From an optimization exercise on the open Yosys and OpenROAD flow, aimed at small area; shortcuts taken in it are not production practice.
In this exercise RTL edits were held to simulation tests only and were not proved equivalent to the original.
Power figures rest on the tool's default switching activity, not on a simulated workload.

==> inputs of 05-03 <==
Design game_core, start of the top module:
module game_core(
    input  logic        clk,
    input  logic        reset,           
    input  logic        frame_clk,       
    input  logic [15:0] keycode,
    input  logic [9:0]  DrawX, DrawY,    
    output logic [2:0]  Health,
    output logic        active_key,
    output logic        dungeon_frame1, dungeon_frame2, dungeon_frame3,
    output logic        initial_frame, final_frame, game_over,
    output logic [9:0]  Monster_X, Monster_Y, Monster_X_2, Monster_Y_2,
    output logic [9:0]  monster_bullet_X_L, monster_bullet_Y_L,
                        monster_bullet_X_R, monster_bullet_Y_R,
                        monster_bullet_X_U, monster_bullet_Y_U,
                        monster_bullet_X_D, monster_bullet_Y_D,
    output logic [9:0]  bullet_X, bullet_Y,
    output logic [9:0]  char_frame_X, char_frame_Y,
    output logic        character_frame,
    output logic        is_character, is_monster1, is_monster2, is_monster3,
    output logic        is_bullet, is_bullet_l, is_bullet_r, is_bullet_u, is_bullet_d,
    output logic        is_heart, is_key,
    output logic [18:0] char_ra, background_ra, monster1_ra, monster2_ra, monster3_ra,
    output logic [18:0] bullet_ra, bullet_l_ra, bullet_r_ra, bullet_u_ra, bullet_d_ra,
    output logic [18:0] heart_ra, key_ra
);
clock: 12.0 ns
lec_check: 0
cap_margin: 20
core_margin: 2
core_utilization: 40
slew_margin: 20
run.sh (not shown) runs the stock make flow with config.mk's settings and CLKGATE_MAP_FILE= SYNTH_SCRIPT=/design/flow/synth_recipe.tcl, a recipe that flattens the netlist after the stock synthesis.
==> inputs of 09-19, as changes to 05-03 <==
--- a/flow/design.v
+++ b/flow/design.v
@@ -1,14 +1,14 @@
 module mbullet #(parameter int DIR = 0)    
 (
-    input  logic       clk, rst, hard, fe,
+    input  logic       clk, rst, fe,
+    input  logic       keep,               
     input  logic [9:0] px20, py20,         
     input  logic [9:0] cx, cy,             
-    input  logic [9:0] cx40, cy40,         
     input  logic       cxok, cyok,         
     output logic [9:0] bx, by,
     output logic       hit
 );
     function automatic logic ge10(input logic [9:0] a, input logic [9:0] b);
         logic g;
         g = 1'b1;
         for (int i = 0; i < 10; i++)
@@ -34,25 +34,32 @@
             0: xin = add10(bx, {{8{m}}, 2'b00});
             1: xin = add10(bx, {7'd0, m, 2'b00});
             2: yin = add10(by, {{8{m}}, 2'b00});
             default: yin = add10(by, {7'd0, m, 2'b00});
         endcase
     end
     assign miss  = ge10(10'd40, yin) || (ge10(yin, 10'd434) && ge10(10'd1018, yin)) ||
                    ge10(10'd40, xin) || (ge10(xin, 10'd594) && ge10(10'd1018, xin));
-    assign inbox = ge10(xin, cx) && ge10(cx40, xin) && cxok &&
-                   ge10(yin, cy) && ge10(cy40, yin) && cyok;
+    function automatic logic [10:0] sub10(input logic [9:0] a, input logic [9:0] b);
+        logic c;
+        c = 1'b1;
+        for (int i = 0; i < 10; i++) begin
+            sub10[i] = a[i] ^ ~b[i] ^ c;
+            c = (a[i] & ~b[i]) | (a[i] & c) | (~b[i] & c);
+        end
+        sub10[10] = ~c;
+    endfunction
+    wire [10:0] hx = sub10(xin, cx);
+    wire [10:0] hy = sub10(yin, cy);
+    assign inbox = !hx[10] && ge10(10'd40, hx[9:0]) && cxok &&
+                   !hy[10] && ge10(10'd40, hy[9:0]) && cyok;
     assign hit   = !st && !miss && inbox;
     always_ff @(posedge clk) begin
-        if (hard) begin
-            bx <= 10'd340;
-            by <= 10'd260;
-            mv <= 1'b0;
-        end else if (rst || (fe && st) || (!st && (miss || inbox))) begin
+        if (rst || !keep || (fe && st) || (!st && (miss || inbox))) begin
             bx <= px20;
             by <= py20;
             mv <= 1'b0;
         end else begin
             bx <= xin;
             by <= yin;
             mv <= mv | fe;
         end
@@ -269,16 +276,17 @@
                 nlvl = 2'd3;
                 nact = ~F3;
             end else
                 nact = ~F1;
         end
     end
     wire hard = nact & ~reset & (last != nlvl);
     wire erst = ~act;
+    wire keep = ~reset & ((st_n == S_L1 & ~F1_n) | (st_n == S_L2 & ~F2_n) | (st_n == S_L3 & ~F3_n));
     assign Health = health;
     assign active_key = akey;
     assign dungeon_frame1 = inL1;
     assign dungeon_frame2 = inL2;
     assign dungeon_frame3 = inL3;
     assign initial_frame = st == S_START;
     assign final_frame = st == S_END;
     assign game_over = st == S_GO;
@@ -366,28 +374,22 @@
     end
     wire m1l = fe & (m1 == 2'd1);
     wire m1r = fe & (m1 == 2'd2);
     wire m1u = fe & (m1 == 2'd3);
     wire [9:0] p1x_mv = add10(p1x, {{9{m1l}}, m1l | m1r});
     wire [9:0] p1y_mv = add10(p1y, {10{m1u}});
     wire [7:0] c1_inc = 8'(add10({2'b0, c1}, {9'd0, fe}));
     always_ff @(posedge clk) begin
-        if (hard) begin
-            h1 <= 2'd3;
-            p1x <= 10'd320;
-            p1y <= 10'd240;
-            m1 <= 2'd0;
-            c1 <= 8'd0;
-        end else begin
-            if (pb_hit1)
+        begin
+            if (pb_hit1 && !hard)
                 h1 <= h1 - 2'd1;
             else if (erst)
                 h1 <= 2'd3;
-            if (h1 == 2'd0) begin
+            if (h1 == 2'd0 && !hard) begin
                 p1x <= 10'd0;
                 p1y <= 10'd0;
             end else if (erst) begin
                 p1x <= 10'd320;
                 p1y <= 10'd240;
             end else begin
                 p1x <= p1x_mv;
                 p1y <= p1y_mv;
@@ -434,28 +436,22 @@
     wire m2u = fe & (m2 == 3'b100);
     wire m2l = fe & (m2 == 3'b101);
     wire m2d = fe & (m2 == 3'b110);
     wire m2r = fe & (m2 == 3'b111);
     wire [9:0] p2x_mv = add10(p2x, {{8{m2l}}, m2r, m2l | m2r});
     wire [9:0] p2y_mv = add10(p2y, {{8{m2u}}, m2d, m2u | m2d});
     wire [7:0] c2_inc = 8'(add10({2'b0, c2}, {9'd0, fe}));
     always_ff @(posedge clk) begin
-        if (hard) begin
-            h2 <= 2'd3;
-            p2x <= 10'd200;
-            p2y <= 10'd300;
-            m2 <= 3'd0;
-            c2 <= 8'd0;
-        end else begin
-            if (pb_hit2)
+        begin
+            if (pb_hit2 && !hard)
                 h2 <= h2 - 2'd1;
             else if (erst)
                 h2 <= 2'd3;
-            if (h2 == 2'd0) begin
+            if (h2 == 2'd0 && !hard) begin
                 p2x <= 10'd0;
                 p2y <= 10'd0;
             end else if (erst) begin
                 p2x <= 10'd200;
                 p2y <= 10'd300;
             end else begin
                 p2x <= p2x_mv;
                 p2y <= p2y_mv;
@@ -467,35 +463,33 @@
                 c2 <= c2_inc;
         end
         d2 <= d2_n;
     end
     wire [10:0] tx = sub10(cx, p2x);
     wire [10:0] ty = sub10(cy, p2y);
     wire m2_touch = !tx[10] && ge10(10'd20, tx[9:0]) && ge10(10'd1003, p2x) &&
                     !ty[10] && ge10(10'd20, ty[9:0]) && ge10(10'd1003, p2y);
-    wire [9:0] p1x20 = add10(p1x, 10'd20);
-    wire [9:0] p1y20 = add10(p1y, 10'd20);
-    wire [9:0] cx40 = add10(cx, 10'd40);
-    wire [9:0] cy40 = add10(cy, 10'd40);
+    wire [9:0] p1x20 = keep ? (hard ? 10'd340 : add10(p1x, 10'd20)) : 10'd0;
+    wire [9:0] p1y20 = keep ? (hard ? 10'd260 : add10(p1y, 10'd20)) : 10'd0;
     wire cxok = ge10(10'd983, cx);
     wire cyok = ge10(10'd983, cy);
     logic [9:0] blx, bly, brx, bry, bux, buy, bdx, bdy;
     logic bl_hit, br_hit, bu_hit, bd_hit;
-    mbullet #(.DIR(0)) mb_l(.clk(clk), .rst(erst), .hard(hard), .fe(fe), .px20(p1x20), .py20(p1y20),
-                            .cx(cx), .cy(cy), .cx40(cx40), .cy40(cy40), .cxok(cxok), .cyok(cyok),
+    mbullet #(.DIR(0)) mb_l(.clk(clk), .rst(erst), .fe(fe), .keep(keep), .px20(p1x20), .py20(p1y20),
+                            .cx(cx), .cy(cy), .cxok(cxok), .cyok(cyok),
                             .bx(blx), .by(bly), .hit(bl_hit));
-    mbullet #(.DIR(1)) mb_r(.clk(clk), .rst(erst), .hard(hard), .fe(fe), .px20(p1x20), .py20(p1y20),
-                            .cx(cx), .cy(cy), .cx40(cx40), .cy40(cy40), .cxok(cxok), .cyok(cyok),
+    mbullet #(.DIR(1)) mb_r(.clk(clk), .rst(erst), .fe(fe), .keep(keep), .px20(p1x20), .py20(p1y20),
+                            .cx(cx), .cy(cy), .cxok(cxok), .cyok(cyok),
                             .bx(brx), .by(bry), .hit(br_hit));
-    mbullet #(.DIR(2)) mb_u(.clk(clk), .rst(erst), .hard(hard), .fe(fe), .px20(p1x20), .py20(p1y20),
-                            .cx(cx), .cy(cy), .cx40(cx40), .cy40(cy40), .cxok(cxok), .cyok(cyok),
+    mbullet #(.DIR(2)) mb_u(.clk(clk), .rst(erst), .fe(fe), .keep(keep), .px20(p1x20), .py20(p1y20),
+                            .cx(cx), .cy(cy), .cxok(cxok), .cyok(cyok),
                             .bx(bux), .by(buy), .hit(bu_hit));
-    mbullet #(.DIR(3)) mb_d(.clk(clk), .rst(erst), .hard(hard), .fe(fe), .px20(p1x20), .py20(p1y20),
-                            .cx(cx), .cy(cy), .cx40(cx40), .cy40(cy40), .cxok(cxok), .cyok(cyok),
+    mbullet #(.DIR(3)) mb_d(.clk(clk), .rst(erst), .fe(fe), .keep(keep), .px20(p1x20), .py20(p1y20),
+                            .cx(cx), .cy(cy), .cxok(cxok), .cyok(cyok),
                             .bx(bdx), .by(bdy), .hit(bd_hit));
     logic pst;                 
     logic [1:0] pdir;          
     logic pmv;
     logic [9:0] pbx, pby;
     wire pm = fe & pmv & ~pst;
     wire pmu = pm & (pdir == 2'd0);
     wire pmr = pm & (pdir == 2'd1);
@@ -542,24 +536,24 @@
             pst <= 1'b1;
     end
     assign eng_finish = p1x == 10'd0 && p1y == 10'd0 && p2x == 10'd0 && p2y == 10'd0;
     assign eng_hit = bl_hit | br_hit | bu_hit | bd_hit | m2_touch;
     assign Monster_X = act ? p1x : 10'd0;
     assign Monster_Y = act ? p1y : 10'd0;
     assign Monster_X_2 = act ? p2x : 10'd0;
     assign Monster_Y_2 = act ? p2y : 10'd0;
-    assign monster_bullet_X_L = act ? blx : 10'd0;
-    assign monster_bullet_Y_L = act ? bly : 10'd0;
-    assign monster_bullet_X_R = act ? brx : 10'd0;
-    assign monster_bullet_Y_R = act ? bry : 10'd0;
-    assign monster_bullet_X_U = act ? bux : 10'd0;
-    assign monster_bullet_Y_U = act ? buy : 10'd0;
-    assign monster_bullet_X_D = act ? bdx : 10'd0;
-    assign monster_bullet_Y_D = act ? bdy : 10'd0;
+    assign monster_bullet_X_L = blx;
+    assign monster_bullet_Y_L = bly;
+    assign monster_bullet_X_R = brx;
+    assign monster_bullet_Y_R = bry;
+    assign monster_bullet_X_U = bux;
+    assign monster_bullet_Y_U = buy;
+    assign monster_bullet_X_D = bdx;
+    assign monster_bullet_Y_D = bdy;
     assign bullet_X = act ? pbx : 10'd0;
     assign bullet_Y = act ? pby : 10'd0;
     wire anydf = inL1 | inL2 | inL3;
     wire [10:0] chx = sub10(DrawX, cx);
     wire [10:0] chy = sub10(DrawY, cy);
     wire cbox = !chx[10] && !ge10(chx[9:0], 10'd42) && !chy[10] && !ge10(chy[9:0], 10'd50);
     assign is_character = cbox && !(initial_frame || final_frame || game_over);
     wire xpos = xmv & ~cxm[0];
==> inputs of 11-09, as changes to 05-03 <==
--- a/flow/design.v
+++ b/flow/design.v
@@ -1,14 +1,14 @@
 module mbullet #(parameter int DIR = 0)    
 (
-    input  logic       clk, rst, hard, fe,
+    input  logic       clk, rst, fe,
+    input  logic       keep,               
     input  logic [9:0] px20, py20,         
     input  logic [9:0] cx, cy,             
-    input  logic [9:0] cx40, cy40,         
     input  logic       cxok, cyok,         
     output logic [9:0] bx, by,
     output logic       hit
 );
     function automatic logic ge10(input logic [9:0] a, input logic [9:0] b);
         logic g;
         g = 1'b1;
         for (int i = 0; i < 10; i++)
@@ -34,25 +34,32 @@
             0: xin = add10(bx, {{8{m}}, 2'b00});
             1: xin = add10(bx, {7'd0, m, 2'b00});
             2: yin = add10(by, {{8{m}}, 2'b00});
             default: yin = add10(by, {7'd0, m, 2'b00});
         endcase
     end
     assign miss  = ge10(10'd40, yin) || (ge10(yin, 10'd434) && ge10(10'd1018, yin)) ||
                    ge10(10'd40, xin) || (ge10(xin, 10'd594) && ge10(10'd1018, xin));
-    assign inbox = ge10(xin, cx) && ge10(cx40, xin) && cxok &&
-                   ge10(yin, cy) && ge10(cy40, yin) && cyok;
+    function automatic logic [10:0] sub10(input logic [9:0] a, input logic [9:0] b);
+        logic c;
+        c = 1'b1;
+        for (int i = 0; i < 10; i++) begin
+            sub10[i] = a[i] ^ ~b[i] ^ c;
+            c = (a[i] & ~b[i]) | (a[i] & c) | (~b[i] & c);
+        end
+        sub10[10] = ~c;
+    endfunction
+    wire [10:0] hx = sub10(xin, cx);
+    wire [10:0] hy = sub10(yin, cy);
+    assign inbox = !hx[10] && ge10(10'd40, hx[9:0]) && cxok &&
+                   !hy[10] && ge10(10'd40, hy[9:0]) && cyok;
     assign hit   = !st && !miss && inbox;
     always_ff @(posedge clk) begin
-        if (hard) begin
-            bx <= 10'd340;
-            by <= 10'd260;
-            mv <= 1'b0;
-        end else if (rst || (fe && st) || (!st && (miss || inbox))) begin
+        if (rst || !keep || (fe && st) || (!st && (miss || inbox))) begin
             bx <= px20;
             by <= py20;
             mv <= 1'b0;
         end else begin
             bx <= xin;
             by <= yin;
             mv <= mv | fe;
         end
@@ -269,16 +276,17 @@
                 nlvl = 2'd3;
                 nact = ~F3;
             end else
                 nact = ~F1;
         end
     end
     wire hard = nact & ~reset & (last != nlvl);
     wire erst = ~act;
+    wire keep = ~reset & ((st_n == S_L1 & ~F1_n) | (st_n == S_L2 & ~F2_n) | (st_n == S_L3 & ~F3_n));
     assign Health = health;
     assign active_key = akey;
     assign dungeon_frame1 = inL1;
     assign dungeon_frame2 = inL2;
     assign dungeon_frame3 = inL3;
     assign initial_frame = st == S_START;
     assign final_frame = st == S_END;
     assign game_over = st == S_GO;
@@ -366,28 +374,22 @@
     end
     wire m1l = fe & (m1 == 2'd1);
     wire m1r = fe & (m1 == 2'd2);
     wire m1u = fe & (m1 == 2'd3);
     wire [9:0] p1x_mv = add10(p1x, {{9{m1l}}, m1l | m1r});
     wire [9:0] p1y_mv = add10(p1y, {10{m1u}});
     wire [7:0] c1_inc = 8'(add10({2'b0, c1}, {9'd0, fe}));
     always_ff @(posedge clk) begin
-        if (hard) begin
-            h1 <= 2'd3;
-            p1x <= 10'd320;
-            p1y <= 10'd240;
-            m1 <= 2'd0;
-            c1 <= 8'd0;
-        end else begin
-            if (pb_hit1)
+        begin
+            if (pb_hit1 && !hard)
                 h1 <= h1 - 2'd1;
             else if (erst)
                 h1 <= 2'd3;
-            if (h1 == 2'd0) begin
+            if (h1 == 2'd0 && !hard) begin
                 p1x <= 10'd0;
                 p1y <= 10'd0;
             end else if (erst) begin
                 p1x <= 10'd320;
                 p1y <= 10'd240;
             end else begin
                 p1x <= p1x_mv;
                 p1y <= p1y_mv;
@@ -434,28 +436,22 @@
     wire m2u = fe & (m2 == 3'b100);
     wire m2l = fe & (m2 == 3'b101);
     wire m2d = fe & (m2 == 3'b110);
     wire m2r = fe & (m2 == 3'b111);
     wire [9:0] p2x_mv = add10(p2x, {{8{m2l}}, m2r, m2l | m2r});
     wire [9:0] p2y_mv = add10(p2y, {{8{m2u}}, m2d, m2u | m2d});
     wire [7:0] c2_inc = 8'(add10({2'b0, c2}, {9'd0, fe}));
     always_ff @(posedge clk) begin
-        if (hard) begin
-            h2 <= 2'd3;
-            p2x <= 10'd200;
-            p2y <= 10'd300;
-            m2 <= 3'd0;
-            c2 <= 8'd0;
-        end else begin
-            if (pb_hit2)
+        begin
+            if (pb_hit2 && !hard)
                 h2 <= h2 - 2'd1;
             else if (erst)
                 h2 <= 2'd3;
-            if (h2 == 2'd0) begin
+            if (h2 == 2'd0 && !hard) begin
                 p2x <= 10'd0;
                 p2y <= 10'd0;
             end else if (erst) begin
                 p2x <= 10'd200;
                 p2y <= 10'd300;
             end else begin
                 p2x <= p2x_mv;
                 p2y <= p2y_mv;
@@ -467,35 +463,33 @@
                 c2 <= c2_inc;
         end
         d2 <= d2_n;
     end
     wire [10:0] tx = sub10(cx, p2x);
     wire [10:0] ty = sub10(cy, p2y);
     wire m2_touch = !tx[10] && ge10(10'd20, tx[9:0]) && ge10(10'd1003, p2x) &&
                     !ty[10] && ge10(10'd20, ty[9:0]) && ge10(10'd1003, p2y);
-    wire [9:0] p1x20 = add10(p1x, 10'd20);
-    wire [9:0] p1y20 = add10(p1y, 10'd20);
-    wire [9:0] cx40 = add10(cx, 10'd40);
-    wire [9:0] cy40 = add10(cy, 10'd40);
+    wire [9:0] p1x20 = keep ? (hard ? 10'd340 : add10(p1x, 10'd20)) : 10'd0;
+    wire [9:0] p1y20 = keep ? (hard ? 10'd260 : add10(p1y, 10'd20)) : 10'd0;
     wire cxok = ge10(10'd983, cx);
     wire cyok = ge10(10'd983, cy);
     logic [9:0] blx, bly, brx, bry, bux, buy, bdx, bdy;
     logic bl_hit, br_hit, bu_hit, bd_hit;
-    mbullet #(.DIR(0)) mb_l(.clk(clk), .rst(erst), .hard(hard), .fe(fe), .px20(p1x20), .py20(p1y20),
-                            .cx(cx), .cy(cy), .cx40(cx40), .cy40(cy40), .cxok(cxok), .cyok(cyok),
+    mbullet #(.DIR(0)) mb_l(.clk(clk), .rst(erst), .fe(fe), .keep(keep), .px20(p1x20), .py20(p1y20),
+                            .cx(cx), .cy(cy), .cxok(cxok), .cyok(cyok),
                             .bx(blx), .by(bly), .hit(bl_hit));
-    mbullet #(.DIR(1)) mb_r(.clk(clk), .rst(erst), .hard(hard), .fe(fe), .px20(p1x20), .py20(p1y20),
-                            .cx(cx), .cy(cy), .cx40(cx40), .cy40(cy40), .cxok(cxok), .cyok(cyok),
+    mbullet #(.DIR(1)) mb_r(.clk(clk), .rst(erst), .fe(fe), .keep(keep), .px20(p1x20), .py20(p1y20),
+                            .cx(cx), .cy(cy), .cxok(cxok), .cyok(cyok),
                             .bx(brx), .by(bry), .hit(br_hit));
-    mbullet #(.DIR(2)) mb_u(.clk(clk), .rst(erst), .hard(hard), .fe(fe), .px20(p1x20), .py20(p1y20),
-                            .cx(cx), .cy(cy), .cx40(cx40), .cy40(cy40), .cxok(cxok), .cyok(cyok),
+    mbullet #(.DIR(2)) mb_u(.clk(clk), .rst(erst), .fe(fe), .keep(keep), .px20(p1x20), .py20(p1y20),
+                            .cx(cx), .cy(cy), .cxok(cxok), .cyok(cyok),
                             .bx(bux), .by(buy), .hit(bu_hit));
-    mbullet #(.DIR(3)) mb_d(.clk(clk), .rst(erst), .hard(hard), .fe(fe), .px20(p1x20), .py20(p1y20),
-                            .cx(cx), .cy(cy), .cx40(cx40), .cy40(cy40), .cxok(cxok), .cyok(cyok),
+    mbullet #(.DIR(3)) mb_d(.clk(clk), .rst(erst), .fe(fe), .keep(keep), .px20(p1x20), .py20(p1y20),
+                            .cx(cx), .cy(cy), .cxok(cxok), .cyok(cyok),
                             .bx(bdx), .by(bdy), .hit(bd_hit));
     logic pst;                 
     logic [1:0] pdir;          
     logic pmv;
     logic [9:0] pbx, pby;
     wire pm = fe & pmv & ~pst;
     wire pmu = pm & (pdir == 2'd0);
     wire pmr = pm & (pdir == 2'd1);
@@ -542,24 +536,24 @@
             pst <= 1'b1;
     end
     assign eng_finish = p1x == 10'd0 && p1y == 10'd0 && p2x == 10'd0 && p2y == 10'd0;
     assign eng_hit = bl_hit | br_hit | bu_hit | bd_hit | m2_touch;
     assign Monster_X = act ? p1x : 10'd0;
     assign Monster_Y = act ? p1y : 10'd0;
     assign Monster_X_2 = act ? p2x : 10'd0;
     assign Monster_Y_2 = act ? p2y : 10'd0;
-    assign monster_bullet_X_L = act ? blx : 10'd0;
-    assign monster_bullet_Y_L = act ? bly : 10'd0;
-    assign monster_bullet_X_R = act ? brx : 10'd0;
-    assign monster_bullet_Y_R = act ? bry : 10'd0;
-    assign monster_bullet_X_U = act ? bux : 10'd0;
-    assign monster_bullet_Y_U = act ? buy : 10'd0;
-    assign monster_bullet_X_D = act ? bdx : 10'd0;
-    assign monster_bullet_Y_D = act ? bdy : 10'd0;
+    assign monster_bullet_X_L = blx;
+    assign monster_bullet_Y_L = bly;
+    assign monster_bullet_X_R = brx;
+    assign monster_bullet_Y_R = bry;
+    assign monster_bullet_X_U = bux;
+    assign monster_bullet_Y_U = buy;
+    assign monster_bullet_X_D = bdx;
+    assign monster_bullet_Y_D = bdy;
     assign bullet_X = act ? pbx : 10'd0;
     assign bullet_Y = act ? pby : 10'd0;
     wire anydf = inL1 | inL2 | inL3;
     wire [10:0] chx = sub10(DrawX, cx);
     wire [10:0] chy = sub10(DrawY, cy);
     wire cbox = !chx[10] && !ge10(chx[9:0], 10'd42) && !chy[10] && !ge10(chy[9:0], 10'd50);
     assign is_character = cbox && !(initial_frame || final_frame || game_over);
     wire xpos = xmv & ~cxm[0];
==> flow/flow/run.sh (new file) <==
#!/bin/bash
# Standard layout, except that the port buffers are the platform's smallest
# buffer (buf_1) instead of the default pick. Every tool's output is kept in
# a log file in the work folder.
set -euo pipefail
bash standard.sh BUFFER_PORTS_ARGS="-buffer_cell sky130_fd_sc_hd__buf_1" finish > standard_flow.log 2>&1
==> flow/standard.sh (new file) <==
#!/bin/bash
# synth_recipe.tcl (not shown) runs the flow's synth.tcl, then flattens the netlist and writes it again
# the make line also repeats each setting of config.mk as NAME=value (left out here)
make -C /OpenROAD-flow-scripts/flow DESIGN_CONFIG=/design/flow/config.mk WORK_HOME=/design/flow/orfs CLKGATE_MAP_FILE= SYNTH_SCRIPT=/design/flow/synth_recipe.tcl "${@:-finish}"
==> flow/config.mk (replaced) <==
export PLATFORM = sky130hd
export DESIGN_NAME = game_core
export DESIGN_NICKNAME = game_core
export VERILOG_FILES = /design/flow/design.v
export SDC_FILE = /design/flow/constraint.sdc
export NUM_CORES = 4
export LEC_CHECK = 0
export CAP_MARGIN = 20
export CORE_MARGIN = 2
export CORE_UTILIZATION = 40
export CTS_BUF_LIST = sky130_fd_sc_hd__clkbuf_2 sky130_fd_sc_hd__clkbuf_4
export GPL_TIMING_DRIVEN = 0
export SLEW_MARGIN = 20
removed: flow/run.sh
==> comparison table <==
Wire length of the first global-routing pass: 11-09 152000 um; 09-19 161000 um; 05-03 156000 um
Result of the run: 11-09 no timing/DRC/antenna violations; 09-19 no timing/DRC/antenna violations; 05-03 no timing/DRC/antenna violations
Layout fillers: 11-09 6489; 09-19 6138; 05-03 6539
Count of mapped cells out of synthesis: 11-09 2793; 09-19 2793; 05-03 3144
Maximum level of the CTS H-tree: 11-09 3; 09-19 1; 05-03 1
Placement-stage worst setup slack: 11-09 -1400 ps; 09-19 -382 ps; 05-03 -420 ps
Post-cts repair resize count: 11-09 12; 09-19 7; 05-03 7
Via count normalized by instance count: 11-09 5.45; 09-19 5.58; 05-03 5.59
Fraction of layout instances using a drive strength above 1: 11-09 0.0931; 09-19 0.0673; 05-03 0.0519
Core utilization of the finished layout: 11-09 0.464; 09-19 0.491; 05-03 0.481
Post-Synth Adder-Cell Area: 11-09 0.415; 09-19 0.415; 05-03 0.373
Max FO, Critical Path: 11-09 10; 09-19 2; 05-03 2
Switching fraction of total power: 11-09 0.367; 09-19 0.329; 05-03 0.293
Net Switching: 11-09 0.000816 W; 09-19 0.000825 W; 05-03 0.000565 W
Global-route track usage on met2: 11-09 0.470; 09-19 0.495; 05-03 0.458
Sequential share of the synthesized area: 11-09 0.185; 09-19 0.185; 05-03 0.163
DP HPWL: 11-09 83700 um; 09-19 89400 um; 05-03 86700 um
Distinct cell type count of the synthesized netlist: 11-09 83; 09-19 83; 05-03 85
Area Growth Syn to Fin: 11-09 14.4%; 09-19 21.1%; 05-03 19.0%
FF-to-FF End: 11-09 d2[1]; 09-19 d2[0]; 05-03 d2[0]
Worst Reg-to-Reg Cells: 11-09 39; 09-19 37; 05-03 34
CP Launch Point: 11-09 DrawY[0]; 09-19 DrawY[1]; 05-03 DrawY[1]
First-iteration detailed-routing DRC count: 11-09 2150; 09-19 1985; 05-03 2480

[port drivers added, routing unchanged]
The flow's constraints put no driver on any port. The routed layouts listed below were extracted and timed again, unchanged, in two steps. Step 1 sets driving cells, clkbuf_16 on the clock port and buf_2 on the other inputs (assumed; they add their load-dependent delay and slew). Step 2 times the ports against the registers' clock, not the clock port: input delays grow and output delays shrink by t, the midpoint of the rising clock arrivals with the driver on. Three values: ideal ports, drivers, drivers and shift; two values: the first two.
run | t, ns | slack for setup (ns) | hold slack, ns | worst setup path after step 2
05-03 | 0.629 | 0.221 / 0.189 / 0.080 | 0.381 / 0.381 / 0.381 | input to register
09-19 | 0.661 | 0.225 / 0.197 / 0.017 | 0.406 / 0.406 / 0.406 | input to register
11-09 | 0.877 | 0.261 / 0.214 / -0.402 | 0.384 / 0.384 / 0.384 | input to register
Met with ideal ports but missed after step 2: setup timing in 11-09. For 11-09, which loses most, drivers alone change the setup slack by -0.047 ns; drivers and shift together by -0.663 ns.
